Context: an optimization exercise on an open-source flow, tuned for small area. The choices shown serve that exercise and are no tape-out recipe.
At most, simulation tests tie the RTL to the original design; equivalence was not proved.
Power figures rest on the tool's default switching activity, not on a simulated workload.

P:
==> module blinking, before the edit <==
module blinking (
    input  logic        clk,
    input  logic        reset,
    input  logic        we,           
    input  logic [26:0] tnew,         
    output logic        led
);
    logic        valid;               
    logic [26:0] tq;
    logic [31:0] counter;
    logic        ge;
    assign ge = !valid || (counter[31:5] >= tq);
    always_ff @(posedge clk or posedge reset) begin
        if (reset) valid <= 1'b0;
        else if (we) valid <= 1'b1;
    end
    always_ff @(posedge clk) begin
        if (we) tq <= tnew;
    end
    always_ff @(posedge clk) begin
        if (ge) counter <= 32'd0;
        else    counter <= counter + 32'd1;
    end
    always_ff @(posedge clk or posedge reset) begin
        if (reset)   led <= 1'b0;
        else if (ge) led <= ~led;
    end
endmodule
==> module blinking_led, before the edit <==
module blinking_led
   #(parameter W = 4)
   (
    input  logic clk,
    input  logic reset,
    input  logic cs,
    input  logic read,
    input  logic write,
    input  logic [4:0] addr,
    input  logic [31:0] wr_data,
    output logic [31:0] rd_data,
    output logic [W-1:0] led_out
   );
   logic        we;
   logic [26:0] tnew;
   assign we   = cs && write && (addr[4:2] == 3'd0);
   assign tnew = wr_data[26:0] * 27'd3125;
   assign rd_data = 32'd0;
   genvar i;
   generate
      for (i = 0; i < W; i++) begin : g_led
         blinking led_i (.clk(clk), .reset(reset), .we(we && addr[1:0] == i),
                         .tnew(tnew), .led(led_out[i]));
      end
   endgenerate
endmodule
==> flow/config.mk <==
export PLATFORM = sky130hd
export DESIGN_NAME = blinking_led
export DESIGN_NICKNAME = blinking_led
export VERILOG_FILES = /design/flow/design.v
export SDC_FILE = /design/flow/constraint.sdc
export NUM_CORES = 4
export LEC_CHECK = 0
export CAP_MARGIN = 20
export CORE_MARGIN = 2
export CORE_UTILIZATION = 40
export SLEW_MARGIN = 20
==> flow/constraint.sdc <==
create_clock -name core_clock -period 10.0 [get_ports {clk}]
set_input_delay 2.0000 -clock core_clock [delete_from_list [all_inputs] [get_ports {clk}]]
set_output_delay 2.0000 -clock core_clock [all_outputs]
set_load 0.01 [all_outputs]
run.sh (not shown) runs the stock make flow with config.mk's settings and CLKGATE_MAP_FILE= SYNTH_SCRIPT=/design/flow/synth_recipe.tcl, a recipe that flattens the netlist after the stock synthesis.
Input-level comparison between Q and P:
--- a/flow/design.v
+++ b/flow/design.v
@@ -4,24 +4,38 @@
     input  logic        we,           
     input  logic [26:0] tnew,         
     output logic        led
 );
     logic        valid;               
-    logic [26:0] tq;
+    logic [26:0] tqn;                 
     logic [31:0] counter;
+    logic [31:0] cnext;
+    logic [27:0] cy;                  
+    logic [32:0] k;                   
     logic        ge;
-    assign ge = !valid || (counter[31:5] >= tq);
+    always_comb begin
+        cy[0] = 1'b1;
+        for (int i = 0; i < 27; i++)
+            cy[i+1] = (counter[i+5] & tqn[i]) | (counter[i+5] & cy[i]) | (tqn[i] & cy[i]);
+    end
+    assign ge = !valid || cy[27];
+    always_comb begin
+        k[0] = 1'b1;
+        for (int i = 0; i < 32; i++) begin
+            cnext[i] = (counter[i] ^ k[i]) & !ge;
+            k[i+1]   = k[i] & counter[i];
+        end
+    end
     always_ff @(posedge clk or posedge reset) begin
         if (reset) valid <= 1'b0;
         else if (we) valid <= 1'b1;
     end
     always_ff @(posedge clk) begin
-        if (we) tq <= tnew;
+        if (we) tqn <= ~tnew;
     end
     always_ff @(posedge clk) begin
-        if (ge) counter <= 32'd0;
-        else    counter <= counter + 32'd1;
+        counter <= cnext;
     end
     always_ff @(posedge clk or posedge reset) begin
         if (reset)   led <= 1'b0;
         else if (ge) led <= ~led;
     end
@@ -40,11 +54,25 @@
     output logic [W-1:0] led_out
    );
    logic        we;
    logic [26:0] tnew;
    assign we   = cs && write && (addr[4:2] == 3'd0);
-   assign tnew = wr_data[26:0] * 27'd3125;
+   function automatic logic [26:0] radd(input logic [26:0] a, input logic [26:0] b);
+      logic        c;
+      logic [26:0] s;
+      c = 1'b0;
+      for (int i = 0; i < 27; i++) begin
+         s[i] = a[i] ^ b[i] ^ c;
+         c    = (a[i] & b[i]) | (a[i] & c) | (b[i] & c);
+      end
+      radd = s;
+   endfunction
+   logic [26:0] x5, x3, x195;
+   assign x5   = radd(wr_data[26:0], {wr_data[24:0], 2'b0});
+   assign x3   = radd(wr_data[26:0], {wr_data[25:0], 1'b0});
+   assign x195 = radd(x3, {x3[20:0], 6'b0});
+   assign tnew = radd(x5, {x195[22:0], 4'b0});
    assign rd_data = 32'd0;
    genvar i;
    generate
       for (i = 0; i < W; i++) begin : g_led
          blinking led_i (.clk(clk), .reset(reset), .we(we && addr[1:0] == i),
### Flow results
Q: flow complete, layout not clean; failing: setup timing. P has a lower critical path depth than Q. P → Q: slew at the pin closest to its max-slew limit fell 0.43 ns; global-route usage fell 2.5 points; share of the clock period used by the worst path rose 34 points. Floorplan check, Q vs P: die outline smaller in Q. Note that the total non-filler cell area in the finished layout recorded for Q amounts to 0.825 times the value seen in P. Lower sum of internal, switching and leakage power was reported by Q, not P.


Another version of the RTL of blinking_led (not shown whole).
Size: about 78 I/O pins, about 13000 um2 of cells after synthesis.
==> flow/config.mk <==
export PLATFORM = sky130hd
export DESIGN_NAME = blinking_led
export DESIGN_NICKNAME = blinking_led
export VERILOG_FILES = /design/flow/design.v
export SDC_FILE = /design/flow/constraint.sdc
export NUM_CORES = 4
export LEC_CHECK = 0
export CAP_MARGIN = 20
export CORE_MARGIN = 2
export CORE_UTILIZATION = 40
export SLEW_MARGIN = 20
==> flow/constraint.sdc <==
create_clock -name core_clock -period 10.0 [get_ports {clk}]
set_input_delay 2.0000 -clock core_clock [delete_from_list [all_inputs] [get_ports {clk}]]
set_output_delay 2.0000 -clock core_clock [all_outputs]
set_load 0.01 [all_outputs]
standard.sh (not shown) runs the stock make flow with config.mk's settings and CLKGATE_MAP_FILE= SYNTH_SCRIPT=/design/flow/synth_recipe.tcl, a recipe that flattens the netlist after the stock synthesis.
==> flow/flow/run.sh <==
#!/bin/bash
# Own layout flow: the standard flow with the standard synthesis unchanged, plus
#  - polopt.py: after synthesis, the full adders' polarities are chosen so that fewer
#    inverters sit between them (same logic function, same registers);
#  - the port buffers made of the smallest buffer cell (buf_1) instead of the flow's pick;
#  - tiemerge.tcl: after global placement, one tie cell drives all the constant-0 output
#    ports instead of one tie cell per port;
#  - the clock tree built from clkbuf_16 in clusters of up to 25 sinks, without dummy loads.
# Each tool's output goes to a log file of its own in this folder.
set -euo pipefail
R="$PWD/orfs/results/$FLOW_PLATFORM/blinking_led/base"
ARGS=(
  "BUFFER_PORTS_ARGS=-buffer_cell sky130_fd_sc_hd__buf_1"
  "CTS_ARGS=-sink_clustering_enable -repair_clock_nets -sink_clustering_size 25 -sink_clustering_max_diameter 100 -buf_list sky130_fd_sc_hd__clkbuf_16 -dont_use_dummy_load"
)
bash standard.sh "$R/1_2_yosys.v" > make_synth.log 2>&1
cp "$R/1_2_yosys.v" "$R/1_2_yosys_standard.v"
python3 flow/polopt.py "$R/1_2_yosys_standard.v" "$R/1_2_yosys.v" > polopt.log 2>&1
bash standard.sh "${ARGS[@]}" "$R/3_3_place_gp.odb" > make_place.log 2>&1
TIE_DB="$R/3_3_place_gp.odb" openroad -no_init -exit flow/tiemerge.tcl > tiemerge.log 2>&1
bash standard.sh "${ARGS[@]}" finish > make_finish.log 2>&1
Other scripts of this flow, unchanged in this note and not shown: flow/flow/polopt.py, flow/flow/tiemerge.tcl
Next try:
--- a/flow/design.v
+++ b/flow/design.v
@@ -264,18 +264,22 @@
    logic s203;
    logic c204;
    logic s205;
    logic c206;
    logic q207;
    logic p208;
    logic q209;
    logic p210;
    logic q211;
+   logic p212;
+   logic q213;
+   logic p214;
+   logic q215;
    assign s1 = x[10] ^ x[8];
    assign c2 = x[10] & x[8];
    assign s3 = x[11] ^ x[9] ^ x[7];
    assign c4 = (x[11] & x[9]) | (x[11] & x[7]) | (x[9] & x[7]);
    assign s5 = x[6] ^ x[1];
    assign c6 = x[6] & x[1];
    assign s7 = x[12] ^ x[10] ^ x[8];
    assign c8 = (x[12] & x[10]) | (x[12] & x[8]) | (x[10] & x[8]);
    assign s9 = x[7] ^ x[2] ^ x[1];
@@ -458,39 +462,45 @@
    assign c186 = (s135 & c134) | (s135 & c184) | (c134 & c184);
    assign s187 = s137 ^ c136 ^ c186;
    assign c188 = (s137 & c136) | (s137 & c186) | (c136 & c186);
    assign s189 = s139 ^ c138 ^ c188;
    assign c190 = (s139 & c138) | (s139 & c188) | (c138 & c188);
    assign s191 = s141 ^ c140 ^ c190;
    assign c192 = (s141 & c140) | (s141 & c190) | (c140 & c190);
    assign s193 = s143 ^ c142 ^ c192;
    assign c194 = (s143 & c142) | (s143 & c192) | (c142 & c192);
-   assign s195 = s145 ^ c144 ^ c194;
-   assign c196 = (s145 & c144) | (s145 & c194) | (c144 & c194);
+   assign s195 = s145 ^ c144;
+   assign c196 = s145 & c144;
    assign s197 = s147 ^ c146 ^ c196;
    assign c198 = (s147 & c146) | (s147 & c196) | (c146 & c196);
-   assign s199 = s149 ^ c148;
-   assign c200 = s149 & c148;
+   assign s199 = s149 ^ c148 ^ c198;
+   assign c200 = (s149 & c148) | (s149 & c198) | (c148 & c198);
    assign s201 = s151 ^ c150 ^ c200;
    assign c202 = (s151 & c150) | (s151 & c200) | (c150 & c200);
    assign s203 = s153 ^ c152 ^ c202;
    assign c204 = (s153 & c152) | (s153 & c202) | (c152 & c202);
    assign s205 = s155 ^ c154 ^ c204;
    assign c206 = (s155 & c154) | (s155 & c204) | (c154 & c204);
-   assign y[23] = s199 ^ c198;
-   assign q207 = c198 & s199;
-   assign y[24] = s201 ^ q207;
-   assign p208 = s199 & s201;
-   assign q209 = c198 & p208;
-   assign y[25] = s203 ^ q209;
-   assign p210 = p208 & s203;
-   assign q211 = c198 & p210;
-   assign y[26] = s205 ^ q211;
+   assign y[21] = s195 ^ c194;
+   assign q207 = c194 & s195;
+   assign y[22] = s197 ^ q207;
+   assign p208 = s195 & s197;
+   assign q209 = c194 & p208;
+   assign y[23] = s199 ^ q209;
+   assign p210 = p208 & s199;
+   assign q211 = c194 & p210;
+   assign y[24] = s201 ^ q211;
+   assign p212 = p210 & s201;
+   assign q213 = c194 & p212;
+   assign y[25] = s203 ^ q213;
+   assign p214 = p212 & s203;
+   assign q215 = c194 & p214;
+   assign y[26] = s205 ^ q215;
    assign y[0] = x[0];
    assign y[1] = x[1];
    assign y[2] = s157;
    assign y[3] = s159;
    assign y[4] = s161;
    assign y[5] = s163;
    assign y[6] = s165;
    assign y[7] = s167;
    assign y[8] = s169;
@@ -500,20 +510,18 @@
    assign y[12] = s177;
    assign y[13] = s179;
    assign y[14] = s181;
    assign y[15] = s183;
    assign y[16] = s185;
    assign y[17] = s187;
    assign y[18] = s189;
    assign y[19] = s191;
    assign y[20] = s193;
-   assign y[21] = s195;
-   assign y[22] = s197;
    assign rd_data = 32'd0;
    genvar i;
    generate
       for (i = 0; i < W; i++) begin : g_led
          blinking led_i (.clk(clk), .reset(reset), .we(we && addr[1:0] == i),
                          .tnew(tnew), .led(led_out[i]));
       end
    endgenerate
 endmodule
Routed wire length is lower by a few percent; sequential cell count is unchanged; final area drops by a few percent; die area is lower by a few percent; non-clock buffer count came out lower by 2; utilization is lower by 0.23 points; clock skew increases by 0.0041 ns; global-route usage shrinks by 0.34 points; count of clock-buffer cells in the layout is lower by 1; synthesized cell count fell by a few percent; register-to-register slack improves by 0.07 ns; via count is lower by a few percent; sequential share of layout area grows by 1.8 points.
The RTL of the first run of this note was laid out without a check of its function.

## static timing again, ports no longer ideal
The flow's constraints put no driver on any port. The routed layouts listed below were extracted and timed again, unchanged, in two steps.
Step 1 (the two cells are an assumption about what drives the block):
set clk [get_ports {clk}]
set_driving_cell -lib_cell sky130_fd_sc_hd__clkbuf_16 $clk
set_driving_cell -lib_cell sky130_fd_sc_hd__buf_2 [delete_from_list [all_inputs] $clk]
Step 2 adds t to the input delays and takes it off the output delays; t is the mean of the earliest and latest rising clock arrival at the registers after step 1. Input paths then give back, and output paths get back, about the clock's delay inside the block.
Three values: no drivers, after step 1, after step 2; two values: the first two.
run | t (ns) | setup slack, ns | hold WS [ns] | worst register clock-pin slew, ns | worst data-port slew with drivers (ns)
P | 0.573 | 2.714 / 2.733 / 2.159 | 0.451 / 0.451 / 0.451 | 0.06 / 0.06 | 0.04
Q | 0.568 | -0.676 / -0.679 / -1.246 | 0.420 / 0.420 / 0.420 | 0.06 / 0.06 | 0.05
the first run of note 2 | 0.518 | 0.247 / 0.276 / -0.242 | 0.425 / 0.425 / 0.425 | 0.10 / 0.10 | 0.03
the second run of note 2 | 0.512 | 0.323 / 0.349 / -0.163 | 0.422 / 0.422 / 0.422 | 0.10 / 0.10 | 0.04
Met with ideal ports but missed after step 2: setup timing in the first run of note 2 and the second run of note 2. The setup slack of Q, which loses most, moves by -0.003 ns with the drivers and by -0.570 ns with both steps.
